From an optimization exercise on the open Yosys and OpenROAD flow, aimed at small area; shortcuts taken in it are not production practice. In this exercise RTL edits were held to simulation tests only and were not proved equivalent to the original. Power figures rest on the tool's default switching activity, not on a simulated workload. No driver is modelled on the clock port, so clocking that relies on it looks cheaper here than on a real chip.

==> design.v <==
module uart_rx(
    input           rst_n,
    input           mosi,
    input           start_rx,
    input           clk,
    input           tick,
    output          ok,
    output[7:0]     data
);
reg[3:0] cnt,next_cnt;
reg      rx_ok,next_rx_ok;
reg[1:0] state,next_state;
reg[7:0] rx,next_rx;
assign ok   = rx_ok;
assign data = rx;
always@(posedge clk or negedge rst_n)begin
    if(!rst_n)begin
        state <= 0;
        rx_ok <= 0;
    end
    else if(tick)begin
        state <= next_state;
        rx_ok <= next_rx_ok;
    end
end
always@(posedge clk)begin
    if(tick)begin
        cnt   <= next_cnt;
        rx    <= next_rx;
    end
end
parameter idle     = 0;
parameter rec_data = 1;
parameter done     = 2;
parameter wait_dmy = 3;
always@(*)begin
    next_state = state;
    next_rx_ok = rx_ok;
    next_rx    = rx;
    next_cnt   = cnt - |cnt;
    case(state)
        idle:begin
            next_rx_ok = 1'b0;
            if(start_rx&!mosi)begin
                next_state = rec_data;
                next_cnt   = 8;
            end
        end
        rec_data:begin
            if(|cnt)begin
                next_rx = {mosi,rx[7:1]};
            end
            else if(mosi)begin
                next_rx_ok = 1'b1;
                next_state = idle;
            end
            else begin 
                next_rx_ok = 1'b0;
                next_state = wait_dmy;
                next_cnt   = 8;
            end
        end
        wait_dmy:begin
            if(|cnt) next_state = idle;
        end        
    endcase
end
endmodule
module uart_tx(
    input      rst_n,
    input      clk,
    input      tick,
    input      start,
    input[7:0] data,
    output     miso,
    output reg ok
);
reg[3:0] tx_cnt,next_tx_cnt;
reg      state,next_state;
reg      tx,next_tx;
reg      next_ok;
reg[7:0] data_tmp,next_data_tmp;
assign miso = tx;
always@(posedge clk)begin
    if(tick)begin
        tx_cnt   <= next_tx_cnt;
    end
end
parameter idle      = 0;
parameter send_data = 1;
always@(posedge clk or negedge rst_n)begin
    if(!rst_n)begin
        state    <= idle; 
        tx       <= 1;
        data_tmp <= 0;
        ok       <= 1'b0;
    end
    else if(tick)begin
        state    <= next_state;
        tx       <= next_tx;
        data_tmp <= next_data_tmp;
        ok       <= next_ok;
    end
end
always@(*)begin
    next_state    = state;
    next_tx_cnt   = tx_cnt - |tx_cnt;
    next_tx       = tx;
    next_data_tmp = data_tmp;
    next_ok       = ok;
    case(state)
        idle:begin
            next_ok = 1'b0;
            if(start)begin
                next_state    = send_data;
                next_tx_cnt   = 8;
                next_tx       = 1'b0;
            end
        end
        send_data:begin
            if(|tx_cnt)begin
                next_tx    = data[8-tx_cnt];
            end
            else begin
                next_state = idle;
                next_ok    = 1'b1;
                next_tx    = 1'b1;
            end
        end
    endcase
end
endmodule
module baud_sel(
    input      clk,
    input      rst_n,
    output reg clk_bps,
    output     bps_tick, 
    input      mosi,
    input[2:0] mode
);
reg[3:0]  cnt;
reg[3:0]  zr; 
reg       clk_bps_q;
wire[3:0]  cmp;
parameter bps9600=15;
assign cmp = mode==0 ? bps9600 : 0;
wire resync;
always@(posedge clk or negedge rst_n)begin
    if(!rst_n)begin
        cnt <= 0;
    end
    else if(resync)begin
        cnt <= 0;
    end
    else begin
        cnt <= cnt < cmp ? cnt + 1 : 0;
    end
end
always@(posedge clk or negedge rst_n)begin
    if(!rst_n)begin
        clk_bps <= 1'b0;
    end
    else if(resync)begin
        clk_bps <= 1'b0;
    end
    else begin
        clk_bps <= cnt==cmp ? ~clk_bps : clk_bps;
    end
end
always@(posedge clk or negedge rst_n)begin
    if(!rst_n)begin
        clk_bps_q <= 1'b0;
    end
    else begin
        clk_bps_q <= clk_bps;
    end
end
assign bps_tick = clk_bps & ~clk_bps_q & ~resync & ~(zr==0 & ~mosi);
always@(posedge clk or negedge rst_n)begin
    if(!rst_n)begin
        zr <= 0;
    end
    else begin
        zr <= mosi ? 4'd0 : zr[3] ? zr : zr + 4'd1;
    end
end
assign resync = zr!=0 & ~zr[3]; 
endmodule
module fifo(
    input           clk,
    input           wclk, 
    input           rclk, 
    input           rst_n,
    input[7:0]      mosi,
    output reg[7:0] miso,
    output          rdy
);
localparam RING  = 6;
localparam SLOTS = 86; 
reg[SLOTS*8-1:0] ring[0:RING-1];
reg[7:0]         last; 
reg[6:0] phase; 
always@(posedge clk)begin
    phase <= phase >= SLOTS-1 ? 7'd0 : phase + 7'd1;
end
reg[2:0] wr,rr;
reg[6:0] ws,rs;
reg      wclk_q,rclk_q;
wire     wen = wclk & ~wclk_q;
wire     ren = rclk & ~rclk_q;
always@(posedge clk or negedge rst_n)begin
    if(!rst_n)begin
        wclk_q <= 1'b0;
        rclk_q <= 1'b0;
    end
    else begin
        wclk_q <= wclk;
        rclk_q <= rclk;
    end
end
wire[2:0] wr_n = wr==RING ? 3'd0 : wr!=RING-1 ? wr + 3'd1 : ws==SLOTS-1 ? RING : 3'd0;
wire[6:0] ws_n = wr==RING ? 7'd0 : wr!=RING-1 ? ws : ws==SLOTS-1 ? 7'd0 : ws + 7'd1;
wire[2:0] rr_n = rr==RING ? 3'd0 : rr!=RING-1 ? rr + 3'd1 : rs==SLOTS-1 ? RING : 3'd0;
wire[6:0] rs_n = rr==RING ? 7'd0 : rr!=RING-1 ? rs : rs==SLOTS-1 ? 7'd0 : rs + 7'd1;
always@(posedge clk or negedge rst_n)begin
    if(!rst_n)begin
        wr <= 0;
        ws <= 0;
    end
    else if(wen)begin
        wr <= wr_n;
        ws <= ws_n;
    end
end
always@(posedge clk or negedge rst_n)begin
    if(!rst_n)begin
        rr <= 0;
        rs <= 0;
    end
    else if(ren)begin
        rr <= rr_n;
        rs <= rs_n;
    end
end
reg      pw;
reg[2:0] pwr;
reg[6:0] pws;
reg[7:0] pwd;
wire     commit = pw & (pwr==RING | pws==phase);
always@(posedge clk)begin
    pw  <= wen | (pw & ~commit);
    {pwr,pws,pwd} <= ({18{wen}} & {wr,ws,mosi}) | ({18{~wen}} & {pwr,pws,pwd});
end
genvar g;
generate
    for(g=0;g<RING;g=g+1)begin:rings
        wire[7:0] tap = ring[g][SLOTS*8-1 -: 8];
        always@(posedge clk)begin
            ring[g] <= {ring[g][SLOTS*8-9:0], (commit & pwr==g) ? pwd : tap};
        end
    end
endgenerate
wire     wlast = commit & pwr==RING;
always@(posedge clk)begin
    last <= ({8{wlast}} & pwd) | ({8{~wlast}} & last);
end
reg      pv;
reg[7:0] pre;
wire[6:0] rs_1  = rs==SLOTS-1 ? 7'd0 : rs + 7'd1;
wire      fetch = ~pv & (rr==RING ? ~(pw & pwr==RING) : rs_1==phase);
wire[7:0] fdata = rr==RING ? last : ring[rr][7:0];
wire      w_at_r = ren ? (wr==rr_n & ws==rs_n) : (wr==rr & ws==rs);
always@(posedge clk or negedge rst_n)begin
    if(!rst_n)begin
        pv  <= 1'b0;
    end
    else if(wen & w_at_r)begin
        pv  <= 1'b1;
    end
    else if(ren)begin
        pv  <= 1'b0;
    end
    else if(fetch)begin
        pv  <= 1'b1;
    end
end
wire     pre_w = wen & w_at_r;
wire     pre_f = ~pre_w & fetch;
wire     pre_h = ~pre_w & ~fetch;
always@(posedge clk)begin
    pre <= ({8{pre_w}} & mosi) | ({8{pre_f}} & fdata) | ({8{pre_h}} & pre);
end
always@(posedge clk or negedge rst_n)begin
    if(!rst_n)begin
        miso <= 8'h00;
    end
    else if(ren)begin
        miso <= pre;
    end
end
assign rdy = wr==rr & ws==rs; 
endmodule
module fifo_top(
    input       clk,       
    input       rst_n,     
    input       mosi,      
    output      miso,      
    input       en_fifo,   
    output      clk_bps,   
    output      bps_tick,  
    output      rok,       
    output      wok,       
    input[2:0]  mode,      
    input[7:0]  mosi_data, 
    input[7:0]  miso_data, 
    output[7:0] miso_fifo,
    output[7:0] miso_rx,
    output      fifo_rdy,
    input       start_tx,
    input       start_rx,
    input       wclk,
    input       rclk
);
wire[7:0] miso_tx;
wire[7:0] mosi_fifo;
assign mosi_fifo = en_fifo ? mosi_data : miso_rx;
assign miso_tx   = miso_fifo;
baud_sel baud_sel(
     .clk    (clk    )
    ,.rst_n  (rst_n  )
    ,.clk_bps(clk_bps)
    ,.bps_tick(bps_tick)
    ,.mosi   (mosi   )
    ,.mode   (mode   )
);
uart_rx uart_rx(
     .clk      (clk       )
    ,.tick     (bps_tick  )
    ,.rst_n    (rst_n     )
    ,.mosi     (mosi      )
    ,.ok       (rok       )
    ,.data     (miso_rx   )
    ,.start_rx (start_rx  )
);
fifo fifo(
     .clk  (clk       )
    ,.wclk (wclk      )
    ,.rclk (rclk      )
    ,.rst_n(rst_n     )
    ,.mosi (mosi_fifo )
    ,.miso (miso_fifo )
    ,.rdy  (fifo_rdy  )
);
uart_tx uart_tx(
     .rst_n(rst_n          )
    ,.clk  (clk            )
    ,.tick (bps_tick       )
    ,.start(start_tx       )
    ,.data (miso_tx        )
    ,.miso (miso           )
    ,.ok   (wok            )
);
endmodule
module fifo_control(
    input       clk,   
    input       rst_n,
    input       mosi,
    output      miso,
    output[7:0] miso_rx,
    input[2:0]  cmd,
    output      fifo_done,
    output      fifo_busy,
    output      rok,
    output      clk_bps,
    output      bps_tick,
    input       cnt_ld,
    input       fe_done,
    output reg  sd_init,
    input       init_ok,
    output reg  sd_ren,
    output reg  sd_wen,
    input       sd_read_ok,
    input       sd_write_ok,
    input[7:0]  mosi_data,
    input       mosi_wclk,
    input       mosi_rclk,
    input       en_fc,
    output reg  set_fifo,
    output[7:0] miso_fifo,
    output      fifo_rdy
);
wire wok;
reg[2:0] state,next_state;
parameter idle       = 0,
          send_rx    = 1,
          send_tx    = 2,
          done       = 3,
          initial_sd = 4,
          sd_read    = 5,
          sd_write   = 6;
reg        start_tx,next_start_tx;
reg        en_fifo,next_en_fifo;
reg[15:0]  cnt,next_cnt;
reg        rclk,next_rclk;
reg        wclk,next_wclk;
reg        req,next_req;
reg        next_sd_init;
reg        next_sd_ren;
reg        next_sd_wen;
reg       fe_done_sync,fe_done_sync1;
always@(posedge clk or negedge rst_n)begin
    if(!rst_n)begin
        fe_done_sync  <= 1'b0;
        fe_done_sync1 <= 1'b0;
    end
    else begin
        fe_done_sync  <= fe_done;
        fe_done_sync1 <= fe_done_sync;
    end
end
reg next_set_fifo;
wire fifo_fe_done;
assign fifo_fe_done = fe_done_sync1&!fe_done_sync;
always@(posedge clk or negedge rst_n)begin
    if(!rst_n)begin
        state    <= idle;
        start_tx <= 1'b0;
        en_fifo  <= 1'b0;
        req      <= 1'b0;
        wclk     <= 1'b0;
        rclk     <= 1'b0;
        sd_init  <= 1'b0;
        sd_ren   <= 1'b0;
        sd_wen   <= 1'b0;
        set_fifo <= 1'b0;
    end
    else begin
        state    <= next_state;
        start_tx <= next_start_tx;
        en_fifo  <= next_en_fifo;
        req      <= next_req;
        wclk     <= next_wclk;
        rclk     <= next_rclk;
        sd_init  <= next_sd_init;
        sd_ren   <= next_sd_ren;
        sd_wen   <= next_sd_wen;
        set_fifo <= next_set_fifo;
    end
end
always@(posedge clk)begin
    if(cnt_ld)begin
        cnt <= {cnt[7:0],miso_rx};
    end
    else begin
        cnt <= next_cnt;
    end
end
reg en;
always@(*)begin
    next_state    = state;
    next_start_tx = start_tx;
    next_en_fifo  = en_fifo;
    next_cnt      = cnt;
    next_req      = req;
    next_wclk     = wclk;
    next_rclk     = rclk;
    en            = 1'b0;
    next_sd_init  = sd_init;
    next_sd_ren   = sd_ren;
    next_sd_wen   = sd_wen;
    next_set_fifo = set_fifo;
    case(state)
        idle:begin
            if(en_fc)begin
                if(cmd==3'd1)begin
                    next_state    = send_rx;
                    next_set_fifo = 1'b0;
                end
                else if(cmd==3'd2)begin
                    next_state    = initial_sd;
                end
                else if(cmd==3'd3)begin
                    next_state    = sd_read;
                    next_sd_ren   = 1'b1;
                end
                else if(cmd==3'd4)begin
                    next_state  = sd_write;
                    next_sd_wen = 1'b1;
                end
                else if(cmd==3'd6)begin
                    next_set_fifo = 1'b1;
                    next_state    = send_rx;
                end
            end
        end
        send_rx:begin
            next_req      = rok;
            en            = !req&rok;
            next_cnt      = en ? cnt - |cnt : cnt;
            if(en&(|cnt))begin
                next_wclk = 1'b1;
            end
            else if(rok&(~|cnt))begin
                if(set_fifo)begin
                    next_state     = done;
                end
                else begin
                    next_state    = send_tx;
                    next_rclk     = 1'b1;
                end
                next_wclk     = 1'b0;
                next_start_tx = 1'b1;
            end
            else begin
                next_wclk = 1'b0;
            end
        end
        send_tx:begin
            next_req = wok;
            en       = !req&wok;
            if(fifo_rdy&en)begin
                next_rclk  = 1'b0;
                next_state = done;
            end
            else if(en)begin
                next_rclk = 1'b1;
            end
            else begin
                next_rclk = 1'b0;
            end
        end
        initial_sd:begin
            next_req = rok;
            en       = !req&rok;
            next_cnt = en ? cnt - |cnt : cnt;
            if(|cnt)begin
            end
            else if(init_ok)begin
                next_state   = done;
                next_sd_init = 1'b0;
            end
            else begin
                next_sd_init  = 1'b1;
            end
        end
        sd_read:begin
            next_wclk    = mosi_wclk;
            next_en_fifo = 1'b1;
            if(sd_read_ok)begin
                next_en_fifo = 1'b0;
                next_state   = send_tx;
                next_sd_ren  = 1'b0;
                next_rclk    = 1'b1;
                next_start_tx = 1'b1;
            end
        end
        sd_write:begin
            next_rclk     = mosi_rclk;
            if(sd_write_ok)begin
                next_state  = done;
                next_sd_wen = 1'b0;
            end
            else if(set_fifo)begin
            end
        end
        done:begin
            next_start_tx = 1'b0;
            if(fifo_fe_done)begin
                next_state   = idle;
            end
        end
    endcase
end
assign fifo_done =  state == done;
assign fifo_busy = !(state==idle);
fifo_top fifo_top(
     .clk       (clk       )
    ,.rst_n     (rst_n     )
    ,.mosi      (mosi      )
    ,.miso      (miso      )
    ,.en_fifo   (en_fifo   )
    ,.mode      (3'd0      ) 
    ,.mosi_data (mosi_data )
    ,.miso_data (8'd0      ) 
    ,.start_tx  (start_tx  )
    ,.start_rx  (1'b1      ) 
    ,.miso_rx   (miso_rx   )
    ,.fifo_rdy  (fifo_rdy  )
    ,.rok       (rok       )
    ,.wok       (wok       )
    ,.clk_bps   (clk_bps   )
    ,.bps_tick  (bps_tick  )
    ,.wclk      (wclk      )
    ,.rclk      (rclk      )
    ,.miso_fifo (miso_fifo )
);
endmodule
module FELOGIC(
    input             clk,
    input             tick,
    input             rst_n,
    input             rok,
    input             fifo_done,
    input[7:0]        mosi,
    output reg[2:0]   cmd, 
    output            cnt_ld, 
    output            fe_done,
    input             fifo_busy,
    output reg[31:0]  sec,
    input             sec_rot, 
    output reg        en_fc
);
    reg[6:0] rx_flag;
    reg      busy,busy_sync,busy_sync1;
    reg      cmd_05;
    always@(posedge clk or negedge rst_n)begin
        if(!rst_n)begin
            busy       <= 1'b0;
            busy_sync  <= 1'b0;
            busy_sync1 <= 1'b0;
        end
        else if(tick)begin
            busy       <= fifo_done;
            busy_sync  <= busy;
            busy_sync1 <= busy_sync;
        end
    end
    always@(posedge clk or negedge rst_n)begin
        if(!rst_n)begin
            en_fc <= 1'b0;
        end
        else if(tick&rok&rx_flag[2])begin
            en_fc <= 1'b1;
        end
        else if(tick&rx_flag[0])begin
            en_fc <= 1'b0;
        end
    end
    assign fe_done = !busy_sync1&busy_sync;
    assign cnt_ld = tick&rok&(|rx_flag[1:0]);
    always@(posedge clk or negedge rst_n)begin
        if(!rst_n)begin
            rx_flag <= 1;
        end
        else if(tick&fifo_done)begin
            rx_flag <= 1;
        end
        else if(tick&rok&rx_flag[2]&mosi==8'h03)begin
            rx_flag <= 1'b1;
        end
        else if(tick&rok&cmd_05&rx_flag[6])begin
            rx_flag <= 1'b1;
        end
        else if(tick&rok)begin
            rx_flag <= rx_flag << 1;
        end
    end
    always@(posedge clk)begin
        if(tick&rok&rx_flag[2])begin
            cmd <= |mosi[7:3] ? 3'd0 : mosi[2:0];
        end
    end
    always@(posedge clk or negedge rst_n)begin
        if(!rst_n)begin
            cmd_05 <= 1'b0;
        end
        else if(tick&rok&rx_flag[2]&mosi==8'h05)begin
            cmd_05 <= 1'b1;
        end
        else if(tick&rok&rx_flag[0])begin
            cmd_05 <= 0;
        end
    end
    always@(posedge clk or negedge rst_n)begin
        if(!rst_n)begin
            sec <= 0;
        end
        else if(tick&cmd_05&rok&(|rx_flag[6:3]))begin
            sec <= {sec[23:0],mosi};
        end
        else if(sec_rot)begin
            sec <= {sec[30:0],sec[31]};
        end
    end
endmodule
module sd_initial(
    input           rst_n,
    input           clk,
    output reg      sd_ck,
    input           sd_miso,
    output reg      sd_mosi,
    output reg      sd_csn,
    input           sd_init, 
    output reg      init_ok,
    input           sd_ren,
    input           sd_wen,
    input           fifo_busy,
    output reg      wclk,
    output reg      rclk,
    output[7:0]     miso_data,
    output reg      rd_ok,
    output reg      wr_ok,
    input[31:0]     sec,
    output          sec_rot, 
    input           set_fifo,
    input[7:0]      mosi_data,
    input           fifo_rdy
);
wire[47:0] write_single_cmd;
wire[47:0] read_single_cmd;
assign read_single_cmd  = {8'h51,8'h0,8'h0,8'h0,8'h0,8'hff}|(sec<<8);
assign write_single_cmd = {8'h58,8'h0,8'h0,8'h0,8'h0,8'hff}|(sec<<8);
reg[2:0] cnt_clk;
reg      fifo_empty,next_fifo_empty;
always@(posedge clk or negedge rst_n)begin
    if(!rst_n)begin
        cnt_clk <= 0;
    end
    else begin
        cnt_clk <= cnt_clk==5 ? 0 :cnt_clk + 1;
    end
end
always@(posedge clk or negedge rst_n)begin
    if(!rst_n)begin
        sd_ck <= 1'b0;
    end
    else begin
        sd_ck <= cnt_clk==5 ? ~sd_ck : sd_ck;
    end
end
reg      en; 
reg      rx_valid;
reg[47:0]rx;
reg[3:0] state,next_state;
reg      next_init_ok;
reg      next_sd_mosi;
reg      next_sd_csn;
reg[5:0] tx_cnt,next_tx_cnt;
reg[6:0] bsh;
reg      ld_byte;
reg[6:0] byte_val;
reg[9:0] cnt,next_cnt;
wire[5:0] rx_cnt = tx_cnt;
reg[1:0] req,next_req;
reg      next_wclk;
reg      next_rclk;
reg      next_rd_ok;
reg      next_wr_ok;
wire     sd_rise = sd_ck & cnt_clk==0; 
wire     sd_fall = ~sd_ck & cnt_clk==0; 
reg[47:0]nrx;
wire     nrx_sh = sd_rise & sd_mosi; 
wire     nrx_hd = ~sd_rise; 
always@(posedge clk)begin
    nrx <= ({48{nrx_sh}} & {nrx[46:0],~sd_miso}) | ({48{nrx_hd}} & nrx);
end
always@(*) rx = ~nrx;
always@(posedge clk or negedge rst_n)begin
    if(!rst_n)begin
        state     <= 0;
        init_ok   <= 1'b0;
        sd_mosi   <= 1'b1;
        sd_csn    <= 1'b1;
        req       <= 0;
        wclk      <= 0;
        rclk      <= 0;
        rd_ok     <= 0;
        wr_ok     <= 0;
    end
    else if(sd_fall)begin
        state     <= next_state;
        init_ok   <= next_init_ok;
        sd_mosi   <= next_sd_mosi;
        sd_csn    <= next_sd_csn;
        req       <= next_req;
        wclk      <= next_wclk;
        rclk      <= next_rclk;
        rd_ok     <= next_rd_ok;
        wr_ok     <= next_wr_ok;
    end
end
always@(posedge clk)begin
    if(sd_fall)begin
        bsh <= ld_byte ? byte_val : {bsh[5:0],1'b0};
    end
end
wire      cmd_sec = state==5 | state==6;
assign    sec_rot = sd_fall & cmd_sec & tx_cnt <= 40 & tx_cnt > 8;
wire[7:0] c1 = state==8   ? 8'h40 :
               state==2   ? 8'h48 :
               state==3  ? 8'h77 :
               state==4 ? 8'h69 :
               state==5  ? 8'h51 : 8'h58;
wire[7:0] c2 = state==8   ? 8'h95 :
               state==2   ? 8'h87 : 8'hff;
wire[2:0] idx = tx_cnt[2:0] - 3'd1; 
wire[31:0] cm = state==2   ? 32'h000001aa :
                state==4 ? 32'h40000000 : 32'h00000000;
wire[5:0] mi = tx_cnt - 6'd9;
wire      dbit = tx_cnt > 40 ? c1[idx] : state==9 ? bsh[6] : tx_cnt > 8 ? (cmd_sec ? sec[31] : cm[mi[4:0]]) : c2[idx];
assign miso_data = rx[7:0];
always@(posedge clk)begin
    if(sd_fall)begin
        tx_cnt    <= next_tx_cnt;
        fifo_empty <= next_fifo_empty;
        cnt       <= next_cnt;
    end
end
always@(*)begin
    next_state     = state;
    next_tx_cnt    = tx_cnt - |tx_cnt;
    next_init_ok   = init_ok;
    next_sd_mosi   = sd_mosi;
    next_sd_csn    = sd_csn;
    ld_byte        = 1'b0;
    byte_val       = 7'd0;
    next_cnt       = cnt; 
    next_req       = req;
    next_wclk      = wclk;
    next_rclk      = rclk;
    next_rd_ok     = rd_ok;
    next_wr_ok     = wr_ok;
    next_fifo_empty = fifo_empty;
    case(state)
        0:begin
            next_sd_csn     = 1'b1;
            next_sd_mosi    = 1'b1;
            next_init_ok    = init_ok;
            if(!init_ok&sd_init)begin
                next_cnt       = 1023;
                next_state     = 1;
            end
            else if(init_ok&sd_ren)begin 
                next_state     = 5;
                next_sd_mosi   = read_single_cmd>>47;
                next_tx_cnt    = 47;
                next_sd_csn    = 1'b0;
            end
            else if(init_ok&sd_wen)begin
                next_state     = 6;
                next_sd_mosi   = write_single_cmd>>47;
                next_tx_cnt    = 47;
                next_sd_csn    = 1'b0;
            end
        end
        1:begin
            next_cnt       = cnt  - |cnt;
            if(|cnt)begin
                next_state = 1;
            end
            else begin
                next_sd_csn = 1'b1;
                next_state  = 8;
                next_tx_cnt = 48;
            end
        end
        8:begin 
            if(|tx_cnt)begin
                next_sd_csn  = 1'b0;
                next_sd_mosi = dbit;
            end
            else if(rx[47:40]==8'h01)begin
                next_state   = 2;
                next_sd_mosi = {8'h48,8'h00,8'h00,8'h01,8'haa,8'h87}>>47;
                next_tx_cnt  = 47;
            end
            else begin
                next_sd_mosi = 1'b1;
            end
        end
        2:begin
            if(|tx_cnt)begin
                next_sd_mosi = dbit;
            end
            else if(rx[47:40]==8'h01)begin
                next_state   = 3;
                next_sd_mosi = {8'h77,8'h00,8'h00,8'h00,8'h00,8'hff}>>47;
                next_tx_cnt  = 47;
            end
            else begin
                next_sd_mosi = 1'b1;
            end
        end
        3:begin
            if(|tx_cnt)begin
                next_sd_mosi = dbit;
            end
            else if(rx[47:40]==8'h01)begin
                next_state   = 4;
                next_sd_mosi = {8'h69,8'h40,8'h00,8'h00,8'h00,8'hff}>>47;
                next_tx_cnt  = 47;
            end
            else begin
                next_sd_mosi = 1'b1;
            end
        end
        4:begin
            if(|tx_cnt)begin
                next_sd_mosi = dbit;
            end
            else if(rx[47:40]==8'h00)begin
                next_state   = 8'ha;
                next_init_ok = 1'b1;
                next_sd_csn  = 1'b1;
                next_sd_mosi = 1'b1;
            end
            else if(rx[47:40]==8'h01)begin
                next_state   = 3;
                next_sd_mosi = {8'h77,8'h00,8'h00,8'h00,8'h00,8'hff}>>47;
                next_tx_cnt  = 47;
            end
            else begin
                next_sd_mosi = 1'b1;
            end
        end
        5:begin
            if(|tx_cnt)begin
                next_sd_mosi = dbit;
            end
            else if(rx[47:40]==8'h0)begin
                 next_state = 7;
            end
            else begin
                next_sd_mosi = 1'b1;
            end
        end
        6:begin
            if(|tx_cnt)begin
                next_sd_mosi = dbit;
            end
            else if(rx[47:40]==8'h0)begin
                 next_state      = 9;
                 next_sd_mosi    = 1'b1;
                 ld_byte        = 1'b1;
                 byte_val       = 7'h7e;
                 next_tx_cnt     = 7;
                 next_rclk       = fifo_rdy ? 1'b0 : 1'b1;
                 next_fifo_empty = fifo_rdy;
            end
            else begin
                next_sd_mosi = 1'b1;
            end
        end
        9:begin
            next_rclk = 1'b0;
            if(req==1'b0)begin 
                if(|tx_cnt)begin
                    next_sd_mosi = dbit;
                end
                else begin
                    next_fifo_empty = fifo_rdy;
                    next_sd_mosi    = fifo_empty ? 0  : mosi_data >>7;
                    ld_byte        = 1'b1;
                    byte_val       = fifo_empty ? 7'd0 : mosi_data[6:0];
                    next_tx_cnt     = 7;
                    next_req        = 1;
                    next_cnt        = 511;
                    next_rclk       = fifo_rdy ? 1'b0 : 1'b1;
                end
            end
            else if(req==1)begin 
                if(|tx_cnt)begin
                    next_sd_mosi = dbit;
                end
                else if(|cnt)begin
                    next_fifo_empty = fifo_rdy;
                    next_sd_mosi    = fifo_empty ? 0  : mosi_data >>7;
                    ld_byte        = 1'b1;
                    byte_val       = fifo_empty ? 7'd0 : mosi_data[6:0];
                    next_tx_cnt     = 7;
                    next_cnt        = cnt - |cnt;
                    next_rclk       = fifo_rdy ? 1'b0 : 1'b1;
                end
                else begin
                    next_sd_mosi = 8'hff;
                    ld_byte        = 1'b1;
                    byte_val       = 7'h7f;
                    next_tx_cnt  = 7;
                    next_req     = 2;
                    next_cnt     = 1;
                end
            end
            else if(req==2)begin 
                if(|tx_cnt)begin
                    next_sd_mosi = dbit;
                end
                else if(|cnt)begin
                    next_sd_mosi = 8'hff>>7;
                    ld_byte        = 1'b1;
                    byte_val       = 7'h7f;
                    next_tx_cnt  = 7;
                    next_cnt     = cnt - |cnt;
                end
                else begin
                    next_state  = 8'hc;
                    next_req    = 1'b0;
                    next_sd_csn = 1'b1;
                    next_wr_ok  = 1'b1;
                end
            end
        end
        7:begin
            if(req==1'b0&rx[7:0]==8'hfe)begin
                next_req    = 1'b1;
                next_tx_cnt = 7;
                next_cnt    = 512+2; 
            end
            else if(req==1'b1)begin
                next_cnt       =|rx_cnt ? cnt : cnt - 1;
                next_tx_cnt    = (|cnt)&rx_cnt==0 ? 7 :rx_cnt - |rx_cnt;
                next_wclk      = rx_cnt == 0;
                next_req       = cnt==0&rx_cnt==0 ? 2'b10 : req;
                if(cnt==0&rx_cnt==0)begin
                    next_req    = 2'b10;
                    next_sd_csn = 1'b1;
                    next_cnt    = 7;
                end
            end
            else if(req==2'b10)begin
                next_wclk  = 1'b0;
                next_state = 8'hb;
                next_rd_ok = 1'b1;
                next_req   = 0;
            end
        end
        8'ha:begin
            if(fifo_busy)begin
                next_state = 0;
            end
        end
        8'hb:begin
            if(fifo_busy)begin
                next_state = 0;
                next_rd_ok = 1'b0;
            end
        end
        8'hc:begin
            if(fifo_busy)begin
                next_state = 0;
                next_wr_ok = 1'b0;
            end
        end
    endcase
end
endmodule
module ufc_top(
    input  clk,
    input  rst_n,
    input  mosi,
    output miso,
    output sd_ck,
    output sd_mosi,
    output sd_csn,
    input  sd_miso
);
wire[7:0]  mosi_rx;
wire[2:0]  cmd;
wire       cnt_ld;
wire[7:0]  mosi_data;
wire[31:0] sec;
wire       sec_rot;
wire[7:0]  miso_fifo;
wire       fifo_done,rok,clk_bps,bps_tick,sd_init,init_ok,fifo_busy,fe_done;
wire       sd_ren,sd_wen,rd_ok,wr_ok,wclk,rclk,en_fc,set_fifo,fifo_rdy;
fifo_control fifo_control(
     .clk        (clk         )
    ,.rst_n      (rst_n       )
    ,.mosi       (mosi        )
    ,.miso       (miso        )
    ,.miso_rx    (mosi_rx     )
    ,.cmd        (cmd         )
    ,.fifo_done  (fifo_done   )
    ,.rok        (rok         )
    ,.clk_bps    (clk_bps     )
    ,.bps_tick   (bps_tick    )
    ,.cnt_ld     (cnt_ld      )
    ,.sd_init    (sd_init     )
    ,.init_ok    (init_ok     )
    ,.fifo_busy  (fifo_busy   )
    ,.fe_done    (fe_done     )
    ,.sd_ren     (sd_ren      )
    ,.sd_wen     (sd_wen      )
    ,.sd_read_ok (rd_ok       )
    ,.sd_write_ok(wr_ok       )
    ,.mosi_data  (mosi_data   )
    ,.mosi_wclk  (wclk        )
    ,.mosi_rclk  (rclk        )
    ,.en_fc      (en_fc       )
    ,.set_fifo   (set_fifo    )
    ,.miso_fifo  (miso_fifo   )
    ,.fifo_rdy   (fifo_rdy    )
);
FELOGIC FELOGIC(
     .rst_n     (rst_n     )
    ,.rok       (rok       )
    ,.mosi      (mosi_rx   )
    ,.clk       (clk       )
    ,.tick      (bps_tick  )
    ,.cmd       (cmd       )
    ,.cnt_ld    (cnt_ld    )
    ,.fe_done   (fe_done   )
    ,.fifo_done (fifo_done )
    ,.fifo_busy (fifo_busy )
    ,.sec       (sec       )
    ,.sec_rot   (sec_rot   )
    ,.en_fc     (en_fc     )
);
sd_initial sd_initial(
     .rst_n     (rst_n     )
    ,.clk       (clk       )
    ,.sd_ck     (sd_ck     )
    ,.sd_miso   (sd_miso   )
    ,.sd_mosi   (sd_mosi   )
    ,.sd_init   (sd_init   )
    ,.init_ok   (init_ok   )
    ,.sd_csn    (sd_csn    )
    ,.fifo_busy (fifo_busy )
    ,.sd_ren    (sd_ren    )
    ,.sd_wen    (sd_wen    )
    ,.wclk      (wclk      )
    ,.rclk      (rclk      )
    ,.miso_data (mosi_data )
    ,.rd_ok     (rd_ok     )
    ,.wr_ok     (wr_ok     )
    ,.sec       (sec       )
    ,.sec_rot   (sec_rot   )
    ,.set_fifo  (set_fifo  )
    ,.mosi_data (miso_fifo )
    ,.fifo_rdy  (fifo_rdy  )
);
endmodule
==> flow/run.sh <==
#!/bin/bash
set -uo pipefail
SLEW_OK_PS=121
export PLATFORM_DIR=$FLOW_HOME/platforms/$FLOW_PLATFORM
RESULTS=orfs/results/$FLOW_PLATFORM/ufc_top/base
export RESULTS
settings=("34 70" "33 75" "32 80" "30 80" "28 60")
n=0
for s in "${settings[@]}"; do
  n=$((n+1))
  set -- $s
  export CTS_ARGS="-sink_clustering_enable -repair_clock_nets -dont_use_dummy_load -buf_list sky130_fd_sc_hd__buf_12 -sink_clustering_size $1 -sink_clustering_max_diameter $2"
  if [[ $n -gt 1 ]]; then
    rm -f $RESULTS/4_* $RESULTS/5_* $RESULTS/6_* out/final.def
  fi
  bash standard.sh > standard_sh_$n.log 2>&1 || { echo "attempt $n: layout failed"; continue; }
  openroad -no_init -exit flow/slew.tcl > slew_$n.log 2>&1
  slew=$(awk '/^MAXSLEW/{print $2}' slew_$n.log)
  echo "attempt $n: clusters $1 / $2 um, clock-pin slew ${slew:-unknown} ps"
  if [[ -n "$slew" ]] && awk -v s="$slew" -v ok="$SLEW_OK_PS" 'BEGIN{exit !(s < ok)}'; then
    exit 0
  fi
done
# none met the target: the last attempt's layout stays in out/final.def
exit 0
==> flow/slew.tcl <==
set R $::env(RESULTS)
set P $::env(PLATFORM_DIR)
read_liberty $P/lib/sky130_fd_sc_hd__tt_025C_1v80.lib
read_db $R/6_final.odb
read_sdc $R/6_final.sdc
read_spef $R/6_final.spef
set w 0
foreach pin [all_registers -clock_pins -edge_triggered] {
  foreach e {rise fall} {
    foreach a {max min} {
      set s [get_property $pin slew_${a}_$e]
      if {[string is double -strict $s]} { set w [expr {max($w, [sta::time_ui_sta $s] * 1e12)}] } else { set w 1e9 }
    }
  }
}
puts "MAXSLEW $w"
==> standard.sh <==
#!/bin/bash
# synth_recipe.tcl (not shown) runs the flow's synth.tcl, then flattens the netlist and writes it again
# the make line also repeats each setting of config.mk as NAME=value (left out here)
make -C /OpenROAD-flow-scripts/flow DESIGN_CONFIG=/design/flow/config.mk WORK_HOME=/design/flow/orfs CLKGATE_MAP_FILE= SYNTH_SCRIPT=/design/flow/synth_recipe.tcl "${@:-finish}"
==> config.mk <==
export PLATFORM = sky130hd
export DESIGN_NAME = ufc_top
export DESIGN_NICKNAME = ufc_top
export VERILOG_FILES = /design/flow/design.v
export SDC_FILE = /design/flow/constraint.sdc
export NUM_CORES = 4
export LEC_CHECK = 0
export ABC_AREA = 1
export CAP_MARGIN = 20
export CORE_MARGIN = 2
export CORE_UTILIZATION = 65
export SLEW_MARGIN = 20
==> constraint.sdc <==
create_clock -name core_clock -period 10.0 [get_ports {clk}]
set_input_delay 2.0000 -clock core_clock [delete_from_list [all_inputs] [get_ports {clk}]]
set_output_delay 2.0000 -clock core_clock [all_outputs]
set_load 0.01 [all_outputs]
==> results of run 1 <==
-- worst register-to-register path, cell delays in order (launching register included) --
cell                       delay (ps)
sky130_fd_sc_hd__dfrtp_1          390
sky130_fd_sc_hd__inv_1            100
sky130_fd_sc_hd__ha_1             180
sky130_fd_sc_hd__a21oi_2          100
sky130_fd_sc_hd__nor4_4           140
sky130_fd_sc_hd__buf_4            260
sky130_fd_sc_hd__nand2_2          160
sky130_fd_sc_hd__nor2_1           180
sky130_fd_sc_hd__nand2_1          110
sky130_fd_sc_hd__inv_2            400
sky130_fd_sc_hd__or2_1            900
sky130_fd_sc_hd__o221ai_1         260
-- path summary, 6_finish.rpt --
check,endpoint
max,FELOGIC.sec[0]
min,fifo_control.fifo_top.fifo.ring[1][591]
max reg2reg,FELOGIC.sec[0]
min reg2reg,fifo_control.fifo_top.fifo.ring[1][591]
max in group asynchronous,sd_initial.cnt_clk[0]
min in group asynchronous,sd_initial.state[0]
-- registers in the layout, indices dropped and copies added, names as in the netlist, 8 cells and up, named ones only --
register and count:
fifo_control.fifo_top.fifo.pre 8, fifo_control.fifo_top.fifo.ring 4128, FELOGIC.sec 32, sd_initial.nrx 48
fifo_control.fifo_top.uart_rx.rx 8, sd_initial.cnt 10, fifo_control.fifo_top.fifo.miso 8, fifo_control.cnt 16
-- cell usage in the layout (no fill, tap or decap), types with 15 or more instances in the layout --
cell	Yosys	final
sky130_fd_sc_hd__nor2_1	180	180
sky130_fd_sc_hd__nand3_1	92	92
sky130_fd_sc_hd__nor3_1	31	31
sky130_fd_sc_hd__o221ai_1	33	33
sky130_fd_sc_hd__nand3_2	15	15
sky130_fd_sc_hd__dfxtp_1	4192	4192
sky130_fd_sc_hd__xor2_1	40	40
sky130_fd_sc_hd__o22ai_1	57	57
sky130_fd_sc_hd__o21ai_0	166	166
sky130_fd_sc_hd__ha_1	37	37
sky130_fd_sc_hd__nand4_1	38	38
sky130_fd_sc_hd__inv_1	288	288
sky130_fd_sc_hd__buf_12	0	162
sky130_fd_sc_hd__a21oi_1	56	56
sky130_fd_sc_hd__nand2_1	383	383
sky130_fd_sc_hd__dfrtp_1	118	118
sky130_fd_sc_hd__edfxtp_1	85	85
-- power by group through the flow --
stage | logic, W | clock network, W | registers, W
global placement | 0.0000289 | 0 | 0.0180
global route | 0.0000347 | 0.00806 | 0.0176
CTS | 0.0000304 | 0.00748 | 0.0176
detailed placement | 0.0000302 | 0 | 0.0180
finish | 0.0000293 | 0.00721 | 0.0176
floorplan | 0.0000141 | 0 | 0.0180
-- logic make-up after synthesis --
logic type / share of synthesized area
xor gates and xnor gates: 0.00484
buffers and inverters: 0.0142
muxes: 0.000435
AOI/OAI and AO/OA: 0.0246
DFF: 0.915
and+or+nand+nor: 0.0358
adders and majority gates: 0.00473
-- final cells by class --
type,instances,area (µm²),share of cell area
inverters,302,1130,0.0110
well taps,2016,2520,0.0244
flip-flops and latches,4399,89500,0.865
multi-input cells,1277,6890,0.0666
clock buffers,162,3240,0.0313
repair buffers,17,143,0.00138
-- metrics by stage --
step / cells / utilization / instance area, µm² / total power, W
2_1_floorplan: 6034 / - / 97800 / 0.0180
4_1_cts: 8173 / 0.692 / 103000 / 0.0251
3_5_place_dp: 8011 / 0.670 / 100000 / 0.0180
5_1_grt: 8173 / 0.692 / 103000 / 0.0257
3_3_place_gp: 8011 / 0.670 / 100000 / 0.0180
6_report: 8173 / 0.692 / 103000 / 0.0248
-- layer usage --
metal	share of wire	global-route usage
met3	0.034	0.0266
met4	0.027	0.0487
met2	0.39	0.222
met5	0	0
met1	0.55	0.253
==> metrics.md, run 1 <==
| Metric | Value |
|---|---|
| Final worst path period need | `4760 ps` |
| Depth of the worst register-to-register path | `11` |
| Remaining max-slew budget at the tightest pin | `0.296` |
| Worst path buffer plus inverter count | `3` |
| Hold wc startpoint | `fifo_control.fifo_top.fifo.ring[1][583]` |
| Worst hold stages | `0` |
| Most area-consuming cells after synthesis | `sky130_fd_sc_hd__dfxtp_1, sky130_fd_sc_hd__dfrtp_1, sky130_fd_sc_hd__edfxtp_1, sky130_fd_sc_hd__nand2_1, sky130_fd_sc_hd__inv_1` |
| Kind of start point of the critical path | `input pin` |
| TritonCTS clock tree | `done` |
| Switching power total | `between 0.004 and 0.005 W` |
| Area of the die | `~150000 µm²` |
| Worst-case hold slack | `254 ps` |
| Routed via count | `between 30000 and 40000` |
| Register area share after synthesis | `0.915` |
| Actual slew at the worst max-slew pin | `roughly 1100 ps` |
| Endpoint required time on the critical path | `10480 ps` |
| DRC violations left | `0` |
| Max-capacitance violation count | `0` |
| Data arrival time of the critical path | `5240 ps` |
| Number of buffers inserted by post-CTS setup repair | `0` |
| Synth warn | `8` |
| Biggest cell delay along the critical path | `about 880 ps` |
| Worst setup slack after placement | `4610 ps` |
| Quantity of hold-fixing buffers added after cts | `0` |
| Stages on the worst setup path | `10` |
| Final Worst Setup Slack | `roughly 5200 ps` |
| Total nets after synthesis | `a little over 6000` |
| Overall global routing resource usage | `0.158` |
| Final estimated routing congestion in global placement | `roughly 0.82` |
| Number of enable flip-flop cells after synthesis | `85` |
| Path type of the worst min-delay path | `register to register` |
| Top cell type by total area after synthesis | `sky130_fd_sc_hd__dfxtp_1` |
| Synth Flop Type | `sky130_fd_sc_hd__dfxtp_1` |
| Register bit count reported by yosys | `4399` |
| Post-DR wirelength/cell | `around 15 µm` |
| Die width | `392 µm` |
| Cell type of the slowest stage on the worst timing path | `sky130_fd_sc_hd__or2_1` |
| Starting DRC count in detailed routing | `about 1900` |
| Top Family by Delay on Critical Path | `simple AND/OR/NAND/NOR gates` |
| Final period utilization | `0.476` |
| Setup violations, final | `0` |
| H-tree levels | `4` |
| Starting density of the core | `0.654` |
| Worst IR Drop VDD | `about 0.21 mV` |
| Top-area cell type share of the netlist area | `0.858` |
| Post-detailed-placement half-perimeter wirelength | `67000 µm` |
| Clock Power Share | `0.291` |
| Share of power burned in combinational logic | `0.001` |
| Switching part of the total | `0.189` |
| Via count of the first global-routing pass | `36438` |
| Count of cells resized by post-cts repair | `0` |
| Ratio of total power to cell area | `240 nW/µm²` |
| Clock Tree Buf Depth | `3` |
| Worst Path Class, Setup | `input pin to register` |
| Fmax achieved | `approximately 210 MHz` |
| TritonCTS sink count | `between 4000 and 5000` |
| Clock root buffer master | `sky130_fd_sc_hd__buf_12` |
| Vias per Instance | `about 4.6` |
| Number of hold violations in the final report | `0` |
| Post-synthesis area per instance | `~16 µm²` |
| Number of inserted filler cells in the final layout | `roughly 10000` |
| Launching instance or port of the critical path | `mosi` |
| Sum of negative setup slack | `0 ps` |
| Worst clock skew on the final layout | `about 87 ps` |
| Async S/R FF share, synth | `0.0277` |
| Worst reg-to-reg setup slack | `between 6000 and 7000 ps` |
| Number of antenna violations at the first check in global routing | `0` |
| Startpoint of the lowest-slack register-to-register path | `fifo_control.fifo_top.baud_sel.zr[1]` |
| Nets | `6200` |
| Unrepaired setup endpoints after global routing | `no` |
| Number of buffers created by CTS | `~160` |
| Share of power burned in registers | `0.708` |
| CP most frequent cell | `sky130_fd_sc_hd__nor2_1` |
| Site Rows | `~140` |
| Syn Std Cell Area | `between 90000 and 100000 µm²` |
| Sequence of cells on the critical path | `clkdlybuf4s50_1 -> nor2_1 -> nor4_4 -> buf_4 -> nand2_2 -> nor2_1 -> nand2_1 -> inv_2 -> or2_1 -> o221ai_1` |
| Dominant cell by count in the synthesized netlist | `sky130_fd_sc_hd__dfxtp_1` |
| Fraction of layout instances using a drive strength above 1 | `0.0382` |
| I/O pin count | `8` |
| Number of iterations in the first detailed-routing pass | `5` |
| # port buffers | `7` |
| Max FO, Critical Path | `33` |
| Static Leakage | `between 40 and 50 nW` |
| Final Max Tran Viols | `0` |
| Pin count of the biggest net entering global routing | `71` |
| Total congestion overflow | `0` |
| Internal power contribution | `roughly 0.020 W` |
| Wire length of the first global-routing pass | `roughly 190000 µm` |
| Gate count of the mapped netlist | `slightly above 6000` |
| Placeable core region | `150000 µm²` |
| Synth cell types | `between 60 and 70` |
| Run status | `timing/DRC/antenna clean` |
| Synth top cells by count | `sky130_fd_sc_hd__dfxtp_1, sky130_fd_sc_hd__nand2_1, sky130_fd_sc_hd__inv_1` |
| Insertion delay of the later-clocked pin in the worst-skew pair | `approximately 730 ps` |
| Die Height | `just under 400 µm` |
| Drt total wl | `roughly 120000 µm` |
| Clock slew at the register clock pins of the worst setup and hold paths | `100 ps` |
| Count of inserted antenna diode cells | `0` |
| Kind of capture point of the worst setup path | `register` |
| Area growth, synth to finish | `5.79%` |
| Antenna Violating Nets Remaining | `0` |
==> run 2, diff against run 1 <==
--- a/design.v
+++ b/design.v
@@ -611,5 +611,6 @@
     output reg        en_fc
 );
-    reg[6:0] rx_flag;
+    reg[2:0] fpos;
+    wire[6:0] rx_flag = fpos==3'd7 ? 7'd0 : 7'd1 << fpos;
     reg      busy,busy_sync,busy_sync1;
     reg      cmd_05;
@@ -641,17 +642,17 @@
     always@(posedge clk or negedge rst_n)begin
         if(!rst_n)begin
-            rx_flag <= 1;
+            fpos <= 3'd0;
         end
         else if(tick&fifo_done)begin
-            rx_flag <= 1;
+            fpos <= 3'd0;
         end
         else if(tick&rok&rx_flag[2]&mosi==8'h03)begin
-            rx_flag <= 1'b1;
+            fpos <= 3'd0;
         end
         else if(tick&rok&cmd_05&rx_flag[6])begin
-            rx_flag <= 1'b1;
+            fpos <= 3'd0;
         end
         else if(tick&rok)begin
-            rx_flag <= rx_flag << 1;
+            fpos <= fpos==3'd7 ? 3'd7 : fpos + 3'd1;
         end
     end
==> run 2 against run 1 <==
Net effect:
- largest cell class unchanged
- largest power group unchanged
- non-clock buffer count stayed put
- sequential share of layout area is 0.12 points lower
- clock power is 2% higher
- synthesized cell count hardly changed
- global-route usage is 0.055 points lower
- sequential power hardly changed
- area after synthesis is 0.16% lower
- final area hardly changed
==> metrics.md, run 2 <==
| Metric | Value |
|---|---|
| Run status | `timing/DRC/antenna clean` |
| Flip-flop count of the largest register after layout | `~4100` |
| Sum of negative setup slack | `0 ps` |
| # port buffers | `7` |
| Top cell type by total area after synthesis | `sky130_fd_sc_hd__dfxtp_1` |
| Site Rows | `roughly 140` |
| Final Max Tran Viols | `0` |
| Placeable core region | `around 150000 µm²` |
| Number of buffers created by CTS | `~170` |
| Clock Tree Buf Depth | `3` |
| Biggest cell delay along the critical path | `between 700 and 800 ps` |
| Path type of the worst min-delay path | `register to register` |
| Synth cell types | `65` |
| Endpoint required time on the critical path | `~10000 ps` |
| Sequence of cells on the critical path | `clkdlybuf4s50_1 -> nor2_1 -> nor4_4 -> nand2_2 -> inv_1 -> o211ai_4 -> nand2_1` |
| Wire length of the first global-routing pass | `between 150000 and 200000 µm` |
| Via count of the first global-routing pass | `36484` |
| Setup violations, final | `0` |
| Worst clock skew on the final layout | `between 80 and 90 ps` |
| Number of enable flip-flop cells after synthesis | `85` |
| Worst path buffer plus inverter count | `2` |
| Nets | `about 6200` |
| Top-area cell type share of the netlist area | `0.860` |
| Synth top cells by count | `sky130_fd_sc_hd__dfxtp_1, sky130_fd_sc_hd__nand2_1, sky130_fd_sc_hd__inv_1` |
| Vias per Instance | `~4.6` |
| Post-detailed-placement half-perimeter wirelength | `just under 70000 µm` |
| Synth Flop Type | `sky130_fd_sc_hd__dfxtp_1` |
| Cell type of the slowest stage on the worst timing path | `sky130_fd_sc_hd__nor4_4` |
| Kind of capture point of the worst setup path | `register` |
| Insertion delay of the later-clocked pin in the worst-skew pair | `roughly 730 ps` |
| TritonCTS clock tree | `done` |
| Biggest registers after layout | `fifo_control.fifo_top.fifo.ring (4128), sd_initial.nrx (48), FELOGIC.sec (32)` |
| Actual slew at the worst max-slew pin | `around 1100 ps` |
| H-tree levels | `4` |
| Ratio of total power to cell area | `~250 nW/µm²` |
| Worst-case hold slack | `roughly 250 ps` |
| Routed via count | `about 37000` |
| Count of cells resized by post-cts repair | `0` |
| TritonCTS sink count | `4395` |
| Final worst path period need | `~4500 ps` |
| Number of buffers inserted by post-CTS setup repair | `0` |
| Number of inserted filler cells in the final layout | `roughly 9900` |
| Data arrival time of the critical path | `a little under 5000 ps` |
| Total congestion overflow | `0` |
| Gate count of the mapped netlist | `about 6000` |
| Total nets after synthesis | `~6000` |
| Unrepaired setup endpoints after global routing | `no` |
| Footprint of the multi-input gates | `slightly below 7000 µm²` |
| Most area-consuming cells after synthesis | `sky130_fd_sc_hd__dfxtp_1, sky130_fd_sc_hd__dfrtp_1, sky130_fd_sc_hd__edfxtp_1, sky130_fd_sc_hd__nand2_1, sky130_fd_sc_hd__inv_1` |
| Fmax achieved | `220 MHz` |
| Dominant cell by count in the synthesized netlist | `sky130_fd_sc_hd__dfxtp_1` |
| Pin count of the biggest net entering global routing | `64` |
| Clock slew at the register clock pins of the worst setup and hold paths | `approximately 100 ps` |
| Syn Std Cell Area | `between 90000 and 100000 µm²` |
| Register bit count reported by yosys | `4395` |
| Die width | `392 µm` |
| Worst IR Drop VDD | `between 0.2 and 0.25 mV` |
| Final estimated routing congestion in global placement | `between 0.8 and 0.9` |
| Register area share after synthesis | `0.916` |
| DRC violations left | `0` |
| Worst Path Class, Setup | `input pin to register` |
| Starting density of the core | `0.653` |
| Area of the die | `roughly 150000 µm²` |
| Number of iterations in the first detailed-routing pass | `6` |
| Synth warn | `8` |
| Area of all sequential standard cells | `89400 µm²` |
| Most common library cell in the layout ignoring fill and taps | `sky130_fd_sc_hd__dfxtp_1` |
| Fraction of layout instances using a drive strength above 1 | `0.0377` |
| Area growth, synth to finish | `5.99%` |
| Clock root buffer master | `sky130_fd_sc_hd__buf_12` |
| Number of hold violations in the final report | `0` |
| Die Height | `392 µm` |
| Final period utilization | `0.455` |
| Remaining max-slew budget at the tightest pin | `0.298` |
| Register containing the most flip-flops in the final layout | `fifo_control.fifo_top.fifo.ring` |
| Kind of start point of the critical path | `input pin` |
| Number of antenna violations at the first check in global routing | `1` |
| Max FO, Critical Path | `31` |
| Top Family by Delay on Critical Path | `simple AND/OR/NAND/NOR gates` |
| Overall global routing resource usage | `0.158` |
| Drt total wl | `about 120000 µm` |
| Async S/R FF share, synth | `0.0268` |
| I/O pin count | `8` |
| Max-capacitance violation count | `0` |
| Quantity of hold-fixing buffers added after cts | `0` |
| Starting DRC count in detailed routing | `1946` |
| Static Leakage | `41.7 nW` |
| Antenna Violating Nets Remaining | `0` |
| Post-synthesis area per instance | `between 15 and 20 µm²` |
| Commonest cells after routing, fill and taps aside | `sky130_fd_sc_hd__dfxtp_1, sky130_fd_sc_hd__nand2_1, sky130_fd_sc_hd__inv_1` |
| Post-DR wirelength/cell | `14.6 µm` |
run 2: power by group:
group          internal [W]  total [W]  leakage [nW]  switching [W]
clock               0.00267    0.00737          1.61        0.00470
sequential           0.0177     0.0178          36.1       0.000133
combinational      0.000376    0.00111          4.02       0.000737
total                0.0208     0.0263          41.7        0.00557
run 2: final timing paths:
| check | endpoint | slack (ps) | start | cells past startpoint |
|---|---|---|---|---|
| setup reg to reg | sd_initial.cnt[7] | 6380 | sd_initial.tx_cnt[0] | 8 |
| max in group asynchronous | FELOGIC.sec[5] | 7300 | rst_n | 2 |
| min in group asynchronous | sd_initial.state[1] | 1360 | rst_n | 1 |
| hold / removal | fifo_control.fifo_top.fifo.ring[0][187] | 250 | fifo_control.fifo_top.fifo.ring[0][179] | 0 |
| setup / recovery | fifo_control.cnt[13] | 5450 | mosi | 7 |
| hold reg to reg | fifo_control.fifo_top.fifo.ring[0][187] | 250 | fifo_control.fifo_top.fifo.ring[0][179] | 0 |
run 2: worst reg2reg max path: cells and delay by family, from the launching register on:
| kind | cells | cell delay, ps |
|---|---|---|
| and+or+nand+nor | 3 | 1640 |
| DFF | 1 | 530 |
| AOI/OAI and AO/OA | 2 | 450 |
| buffers and inverters | 2 | 430 |
| adders and majority gates | 1 | 230 |
run 2: stage by stage:
stage / cell area (µm²) / setup WS, ps / instances / utilization / total power [W]
after floorplan: 97600 / 6000 / 6030 / - / 0.0190
after CTS: 103000 / 5150 / 8178 / 0.693 / 0.0266
after detailed placement: 100000 / 4350 / 8007 / 0.670 / 0.0194
after global placement: 100000 / 4490 / 8007 / 0.670 / 0.0193
after global routing: 103000 / 5130 / 8178 / 0.693 / 0.0273
final: 103000 / 5450 / 8179 / 0.693 / 0.0263
run 2: kinds of logic (layout without fill, tap and decap cells):
family          count (synthesis)  after routing  share of synthesized area
compound gates                413            413                     0.0257
mux                             2              2                   0.000231
fa+ha+maj                      40             40                    0.00513
flops                        4395           4395                      0.916
simple gates                  763            763                     0.0338
buf+inv                       366            498                     0.0146
other cells                     0              1                          0
xor+xnor                       51             51                    0.00457
run 2: per-layer routing:
metal  share of wire  track usage  up-vias
met5               0            0        -
met1            0.54        0.251    17587
met4           0.029       0.0522        0
met2            0.39        0.219      461
li1                -            -    19119
met3           0.038       0.0280      223
run 2: area by class of cell:
type,instances,share of cell area
diodes,1,0.0000242
clock buffers,171,0.0331
inverters,310,0.0112
multi-input cells,1269,0.0658
flip-flops and latches,4395,0.864
well taps,2016,0.0244
repair buffers,17,0.00138
==> run 3, diff against run 2 <==
--- a/flow/run.sh
+++ b/flow/run.sh
@@ -1,9 +1,9 @@
 #!/bin/bash
 set -uo pipefail
-SLEW_OK_PS=121
+SLEW_OK_PS=123
 export PLATFORM_DIR=$FLOW_HOME/platforms/$FLOW_PLATFORM
 RESULTS=orfs/results/$FLOW_PLATFORM/ufc_top/base
 export RESULTS
-settings=("34 70" "33 75" "32 80" "30 80" "28 60")
+settings=("34 70" "33 75" "32 80" "32 70" "30 80" "28 60")
 n=0
 for s in "${settings[@]}"; do
==> run 3 against run 2 <==
Net effect:
- worst setup slack worse by 19 ps
- clock-buffer cell count decreased by 11
- sequential share of layout area grew 0.18 points
- first-iteration DRC count about the same
- fmax down 0.41%
- clock power down 3%
- power down 0.72%
==> metrics.md, run 3 <==
| Metric | Value |
|---|---|
| Met2 usage in global routing | `0.215` |
| Share of power burned in combinational logic | `0.043` |
| Number of inserted filler cells in the final layout | `between 9000 and 10000` |
| Gate count of the mapped netlist | `around 6000` |
| Ratio of total power to cell area | `~250 nW/µm²` |
| Fraction of layout instances using a drive strength above 1 | `0.0359` |
| Biggest cell delay along the critical path | `~790 ps` |
| Synth warn | `8` |
| Final Max Tran Viols | `0` |
| Die Height | `392 µm` |
| Top-area cell type share of the netlist area | `0.860` |
| Register bit count reported by yosys | `around 4400` |
| Max FO, Critical Path | `31` |
| Worst reg-to-reg setup slack | `between 6000 and 7000 ps` |
| Antenna Violating Nets Remaining | `0` |
| Biggest registers after layout | `fifo_control.fifo_top.fifo.ring (4128), sd_initial.nrx (48), FELOGIC.sec (32)` |
| Post-detailed-placement half-perimeter wirelength | `~68000 µm` |
| Synth Flop Type | `sky130_fd_sc_hd__dfxtp_1` |
| Pin count of the biggest net entering global routing | `64` |
| Kind of capture point of the worst setup path | `register` |
| Internal power contribution | `0.0206 W` |
| DRC violations left | `0` |
| Worst setup slack after placement | `4350 ps` |
| Total nets after synthesis | `slightly above 6000` |
| Remaining max-slew budget at the tightest pin | `0.296` |
| Switching power total | `between 0.005 and 0.006 W` |
| Run status | `timing/DRC/antenna clean` |
| Worst IR Drop VDD | `between 0.15 and 0.2 mV` |
| R2r endpoint | `sd_initial.cnt[4]` |
| Top Family by Delay on Critical Path | `simple AND/OR/NAND/NOR gates` |
| Dominant cell by count in the synthesized netlist | `sky130_fd_sc_hd__dfxtp_1` |
| Multiplexer share of the synthesized area | `0.000231` |
| Final Total Pwr | `between 0.02 and 0.03 W` |
| Area growth, synth to finish | `5.77%` |
| Final estimated routing congestion in global placement | `~0.82` |
| Syn Std Cell Area | `a little under 100000 µm²` |
| Cell type of the slowest stage on the worst timing path | `sky130_fd_sc_hd__nor4_4` |
| Startpoint of the lowest-slack register-to-register path | `sd_initial.tx_cnt[0]` |
| Wire length of the first global-routing pass | `192000 µm` |
| Clock slew at the register clock pins of the worst setup and hold paths | `~110 ps` |
| Area of all sequential standard cells | `slightly below 90000 µm²` |
| Final period utilization | `0.457` |
| Number of buffers inserted by post-CTS setup repair | `0` |
| Kind of start point of the critical path | `input pin` |
| Count of cells resized by post-cts repair | `0` |
| Top cell type by total area after synthesis | `sky130_fd_sc_hd__dfxtp_1` |
| Clock Power Share | `0.275` |
| Post-synthesis compound-gate area fraction | `0.0257` |
| TritonCTS clock tree | `done` |
| Final Worst Setup Slack | `about 5400 ps` |
| Footprint of the multi-input gates | `slightly below 7000 µm²` |
| Flip-flop count of the largest register after layout | `just over 4000` |
| Number of hold violations in the final report | `0` |
| Most area-consuming cells after synthesis | `sky130_fd_sc_hd__dfxtp_1, sky130_fd_sc_hd__dfrtp_1, sky130_fd_sc_hd__edfxtp_1, sky130_fd_sc_hd__nand2_1, sky130_fd_sc_hd__inv_1` |
| Unrepaired setup endpoints after global routing | `no` |
| Share of power burned in registers | `0.683` |
| Share of the synthesized netlist area taken by xor and xnor gates | `0.00457` |
| Data arrival time of the critical path | `between 4000 and 5000 ps` |
| Post-synthesis area per instance | `between 15 and 20 µm²` |
| Path type of the worst min-delay path | `register to register` |
| Drt total wl | `between 100000 and 150000 µm` |
| Total congestion overflow | `0` |
| Post-DR wirelength/cell | `14.5 µm` |
| Switching part of the total | `0.212` |
| Dominant combinational cell family by area after synthesis | `simple AND/OR/NAND/NOR gates` |
| Fmax achieved | `around 220 MHz` |
| Actual slew at the worst max-slew pin | `1050 ps` |
| Depth of the worst register-to-register path | `8` |
| Via count of the first global-routing pass | `approximately 36000` |
| Insertion delay of the later-clocked pin in the worst-skew pair | `approximately 740 ps` |
| Most common library cell in the layout ignoring fill and taps | `sky130_fd_sc_hd__dfxtp_1` |
| Register area share after synthesis | `0.916` |
| Number of iterations in the first detailed-routing pass | `5` |
| Placeable core region | `149000 µm²` |
| Sequence of cells on the critical path | `clkdlybuf4s50_1 -> nor2_1 -> nor4_4 -> nand2_2 -> inv_1 -> o211ai_4 -> nand2_1` |
| Final worst path period need | `about 4600 ps` |
| Commonest cells after routing, fill and taps aside | `sky130_fd_sc_hd__dfxtp_1, sky130_fd_sc_hd__nand2_1, sky130_fd_sc_hd__inv_1` |
| Routed via count | `about 37000` |
| Simple logic cell fraction of the synthesized area | `0.0338` |
| Starting density of the core | `0.653` |
| Site Rows | `about 140` |
| Worst clock skew on the final layout | `98.9 ps` |
| Number of enable flip-flop cells after synthesis | `between 80 and 90` |
| Starting DRC count in detailed routing | `1945` |
| Number of antenna violations at the first check in global routing | `2` |
| Hold-critical path endpoint | `fifo_control.fifo_top.fifo.ring[0][221]` |
| Synth top cells by count | `sky130_fd_sc_hd__dfxtp_1, sky130_fd_sc_hd__nand2_1, sky130_fd_sc_hd__inv_1` |
| Clock root buffer master | `sky130_fd_sc_hd__buf_12` |
| Met3 Resource Use GR | `0.0282` |
| Max-capacitance violation count | `0` |
| I/O pin count | `8` |
| Area share of fa/ha/maj cells after synthesis | `0.00513` |
| Synth cell types | `between 60 and 70` |
| Area of the die | `roughly 150000 µm²` |
| Register containing the most flip-flops in the final layout | `fifo_control.fifo_top.fifo.ring` |
| Endpoint required time on the critical path | `around 10000 ps` |
| Static Leakage | `41.6 nW` |
| Hold wc startpoint | `fifo_control.fifo_top.fifo.ring[0][213]` |
| Overall global routing resource usage | `0.157` |
| Worst hold stages | `0` |
| Clock Tree Buf Depth | `3` |
| Die width | `392 µm` |
| # port buffers | `7` |
| Grt met1 use | `0.252` |
| Vias per Instance | `4.55` |
| Worst Path Class, Setup | `input pin to register` |
| Setup violations, final | `0` |
| H-tree levels | `4` |
| Stages on the worst setup path | `7` |
| TritonCTS sink count | `about 4400` |
| Worst path buffer plus inverter count | `2` |
| GR peak layer | `met1` |
| Sum of negative setup slack | `0 ps` |
| Quantity of hold-fixing buffers added after cts | `0` |
| Number of buffers created by CTS | `160` |
| Nets | `slightly above 6000` |
| Async S/R FF share, synth | `0.0268` |
run 3: cell counts after synthesis:
Identical to the previous run, type by type.
run 3: per-stage QoR:
step / instance area, µm² / utilization / hold slack (ps) / std cells
finish: 103000 / 0.691 / 266 / 8168
global route: 103000 / 0.691 / 267 / 8167
CTS: 103000 / 0.691 / 266 / 8167
detailed placement: 100000 / 0.670 / 312 / 8007
global placement: 100000 / 0.670 / 310 / 8007
floorplan: 97600 / - / 310 / 6030
run 3: how the worst max path moves through the flow:
stage	startpoint	to	slack [ps]
2_1_floorplan	mosi	fifo_control.cnt[0]	6000
3_3_place_gp	mosi	fifo_control.cnt[13]	4490
3_5_place_dp	mosi	fifo_control.cnt[13]	4350
4_1_cts	mosi	fifo_control.cnt[0]	5140
5_1_grt	mosi	fifo_control.cnt[0]	5130
6_report	mosi	fifo_control.cnt[1]	5430
run 3: area by class of cell:
class,count,share of cell area
Tap cell,2016,0.0244
Clock buffer,160,0.0310
Inverter,310,0.0113
Sequential cell,4395,0.866
Antenna cell,1,0.0000242
Multi-Input combinational cell,1269,0.0659
Timing Repair Buffer,17,0.00138
run 3: worst reg2reg max path, delay by kind of cell (launching register included):
kind	cells	cell delay [ps]
buf+inv	2	430
compound gates	2	440
fa+ha+maj	1	230
simple gates	3	1630
flops	1	520
run 3: power groups by stage:
stage / Clock [W] / Combinational, W / Sequential, W
after floorplan: 0 / 0.000854 / 0.0182
after detailed placement: 0 / 0.00110 / 0.0182
final: 0.00717 / 0.00112 / 0.0178
after global placement: 0 / 0.00109 / 0.0182
after CTS: 0.00742 / 0.00111 / 0.0178
after global routing: 0.00800 / 0.00127 / 0.0179
run 3: kinds of logic (layout without fill, tap and decap cells):
kind of cell             after synthesis  in the layout
other                                  0              1
AND/OR/NAND/NOR                      763            763
XOR/XNOR                              51             51
AO/OA/AOI/OAI                        413            413
flip-flops                          4395           4395
multiplexers                           2              2
buffers and inverters                366            487
adder cells (fa/ha/maj)               40             40
run 3: routing by layer:
metal / vias to the layer above / wire length, µm / part of all wire
met3: 221 / 4350 / 0.037
met1: 17348 / 64600 / 0.54
li1: 19099 / - / -
met4: 0 / 3570 / 0.030
met2: 459 / 46100 / 0.39
met5: - / 0 / 0

-- port drivers added, routing unchanged --
How much do the figures lean on ideal ports? The routed layouts below were timed once more, with nothing changed but the port constraints. Step 1 sets driving cells, clkbuf_16 on the clock port and buf_2 on the other inputs (assumed; they add their load-dependent delay and slew). Step 2 adds t to the input delays and takes it off the output delays; t is the mean of the earliest and latest rising clock arrival at the registers after step 1. Input paths then give back, and output paths get back, about the clock's delay inside the block. Three values: ideal ports, drivers, drivers and shift; two values: the first two.
run	t, ns	setup WS [ns]	worst setup path at the end	worst register clock-pin slew, ns
run 1	0.775	5.244 / 5.299 / 4.524	input to register	0.12 / 0.12
run 2	0.787	5.453 / 5.507 / 4.719	input to register	0.11 / 0.11
run 3	0.789	5.435 / 5.488 / 4.699	input to register	0.12 / 0.12
After both steps every run listed still meets setup and hold. The setup slack of run 3, which loses most, moves by +0.053 ns with the drivers and by -0.736 ns with both steps.
